Context: an optimization exercise on an open-source flow, tuned for small area and a short achievable clock period. The choices shown serve that exercise and are no tape-out recipe. Function was checked by simulation only, so behaviour that the tests miss may differ from the original. Power figures rest on the tool's default switching activity, not on a simulated workload.

## job 1221
## solix16_alu_top
module solix16_alu_top (
    input             clk,
    input      [15:0] a,
    input      [15:0] b,
    input      [2:0]  alu_op,
    output reg [15:0] result,
    output reg        zero,
    output reg        negative,
    output reg        carry,
    output reg        overflow
);
Size: ~300 cells after synthesis, roughly 55 flip-flops, roughly 56 I/O pins, ~3000 um^2 of cells after synthesis.
==> flow/config.mk <==
export PLATFORM = sky130hd
export DESIGN_NAME = solix16_alu_top
export DESIGN_NICKNAME = solix16_alu_top
export VERILOG_FILES = /design/flow/design.v
export SDC_FILE = /design/flow/constraint.sdc
export NUM_CORES = 4
export LEC_CHECK = 0
export CAP_MARGIN = 20
export CORE_MARGIN = 2
export CORE_UTILIZATION = 40
export SETUP_SLACK_MARGIN = 1.5
export SLEW_MARGIN = 20
export SYNTH_HIERARCHICAL = 1
==> flow/constraint.sdc <==
create_clock -name core_clock -period 3.5 [get_ports {clk}]
set_input_delay 0.7000 -clock core_clock [delete_from_list [all_inputs] [get_ports {clk}]]
set_output_delay 0.7000 -clock core_clock [all_outputs]
set_load 0.01 [all_outputs]
run.sh (not shown) runs the stock make flow with config.mk's settings and CLKGATE_MAP_FILE= SYNTH_SCRIPT=/design/flow/synth_recipe.tcl, a recipe that flattens the netlist after the stock synthesis.
## Diff of input files: job 9904 against job 1221
- SETUP_SLACK_MARGIN now 1.0, was 1.5
==> flow/flow/run.sh (new file) <==
#!/bin/bash
# The standard ORFS flow (the standard.sh), with the port buffers that
# buffer_ports inserts made the smallest plain buffer instead of a delay cell.
set -euo pipefail
bash standard.sh "BUFFER_PORTS_ARGS=-buffer_cell sky130_fd_sc_hd__buf_1" ${MY_EXTRA:-} > orfs_flow.log 2>&1
==> flow/standard.sh (new file) <==
#!/bin/bash
# synth_recipe.tcl (not shown) runs the flow's synth.tcl, then flattens the netlist and writes it again
# the make line also repeats each setting of config.mk as NAME=value (left out here)
make -C /OpenROAD-flow-scripts/flow DESIGN_CONFIG=/design/flow/config.mk WORK_HOME=/design/flow/orfs CLKGATE_MAP_FILE= SYNTH_SCRIPT=/design/flow/synth_recipe.tcl "${@:-finish}"
removed: flow/run.sh
Results
- Job 9904: PASS, flow complete, no timing, DRC or antenna violations
- Relative to job 1221, the sum of routed wire length over all layers measured on job 9904 has decreased by more than 10%.
- Compared with job 1221, met1 wire length in job 9904 decreased by a few percent.
- [job 9904 vs job 1221] via count: lower in job 9904
- Looking at highest achievable clock rate across job 9904 and job 1221, the one that comes out lower is job 9904.

---

## job 7945
solix16_alu_top again, from the RTL that the note above started with.
clock: 3.5 ns
lec_check: 0
cap_margin: 20
core_margin: 2
core_utilization: 40
slew_margin: 20
synth_hierarchical: 1
standard.sh (not shown) runs the stock make flow with config.mk's settings and CLKGATE_MAP_FILE= SYNTH_SCRIPT=/design/flow/synth_recipe.tcl, a recipe that flattens the netlist after the stock synthesis.
==> flow/flow/run.sh <==
#!/bin/bash
# The standard ORFS flow (the standard.sh), with the port buffers that
# buffer_ports inserts made the smallest plain buffer instead of a delay cell.
set -euo pipefail
bash standard.sh "BUFFER_PORTS_ARGS=-buffer_cell sky130_fd_sc_hd__buf_1" ${MY_EXTRA:-} > orfs_flow.log 2>&1
Edits applied to the flow inputs when going from job 7945 to job 3557:
- an added SETUP_SLACK_MARGIN of 1.0
- an added PLACE_DENSITY of 0.8
- a change of CORE_UTILIZATION from 40 to 70
==> flow/flow/run.sh <==
#!/bin/bash
# The standard ORFS flow (the standard.sh), with the port buffers that
# buffer_ports inserts made the smallest plain buffer instead of a delay cell,
# and clock tree synthesis without dummy load cells.
set -euo pipefail
bash standard.sh "BUFFER_PORTS_ARGS=-buffer_cell sky130_fd_sc_hd__buf_1" \
  "CTS_ARGS=-sink_clustering_enable -repair_clock_nets -dont_use_dummy_load" > orfs_flow.log 2>&1
Notes after the runs:
Changes observed in job 3557 relative to job 7945: met3 track demand over resource grew by 3.3 points; non-clock buffer count went up by 1; portion of total power attributed to combinational logic now sits higher. Both conditions hold for job 3557: the flow ran to the end and the final layout passed the timing, DRC and antenna checks. Diff job 7945..job 3557 | number of antenna violations at the first check in global routing | negligible. In the metrics for job 3557 and job 7945, the one carrying the higher leakage component of the power is job 7945. Job 3557 against job 7945: overall power moved down; die area moved down; pin slew with the least headroom to its limit down 0.19 ns; maximum clock frequency grew by 4.4%. Sort job 3557 and job 7945 by largest clock skew in the final design, ascending, and job 7945 comes first.
Changes in job 1822 relative to job 3557:
- PLACE_DENSITY removed (was 0.8)
- CORE_UTILIZATION changed from 70 to 40
- SETUP_SLACK_MARGIN removed (was 1.0)
==> flow/run.sh (new file) <==
#!/bin/bash
# synth_recipe.tcl (not shown) runs the flow's synth.tcl, then flattens the netlist and writes it again
# the make line also repeats each setting of config.mk as NAME=value (left out here)
make -C /OpenROAD-flow-scripts/flow DESIGN_CONFIG=/design/flow/config.mk WORK_HOME=/design/flow/orfs CLKGATE_MAP_FILE= SYNTH_SCRIPT=/design/flow/synth_recipe.tcl finish
removed: flow/flow/run.sh
removed: flow/standard.sh
Findings:
Compared with job 3557, job 1822 degrades cell area after layout. Job 1822 vs. job 3557: worst setup slack went down by 0.11 ns. Job 1822 reports a higher non-clock buffer area fraction after layout than job 3557 does. On worst reg-to-reg setup slack: job 1822 sits below job 3557. Between job 1822 and job 3557, it is job 1822 whose switching power total is lower, by about 0.7%.

afterwards: timing with drivers on the ports:
Ports are ideal in the flow. The routed layouts listed here were re-timed in OpenROAD. Step 1 (the two cells are an assumption about what drives the block):
set clk [get_ports {clk}]
set_driving_cell -lib_cell sky130_fd_sc_hd__clkbuf_16 $clk
set_driving_cell -lib_cell sky130_fd_sc_hd__buf_2 [delete_from_list [all_inputs] $clk]
Step 2 also shifts input and output timing later by t, the mid clock arrival at the registers, as if the neighbouring blocks saw the same clock. Slacks: ideal ports / drivers / drivers and shift; pairs: ideal ports / drivers.
run | t (ns) | setup slack, ns | clock arrival spread, ns | slew at the worst register clock pin (ns) | pins driven straight from the clock port
job 1221 | 0.340 | 1.186 / 1.186 / 1.186 | 0.008 / 0.009 | 0.10 / 0.10 | 1
job 9904 | 0.334 | 1.157 / 1.157 / 1.157 | 0.008 / 0.008 | 0.10 / 0.10 | 1
job 7945 | 0.328 | 0.976 / 0.976 / 0.976 | 0.008 / 0.008 | 0.10 / 0.10 | 1
job 3557 | 0.325 | 1.084 / 1.084 / 1.084 | 0.011 / 0.011 | 0.09 / 0.09 | 1
job 1822 | 0.336 | 0.977 / 0.977 / 0.977 | 0.014 / 0.014 | 0.10 / 0.10 | 1
After both steps setup and hold are still met in every run listed.
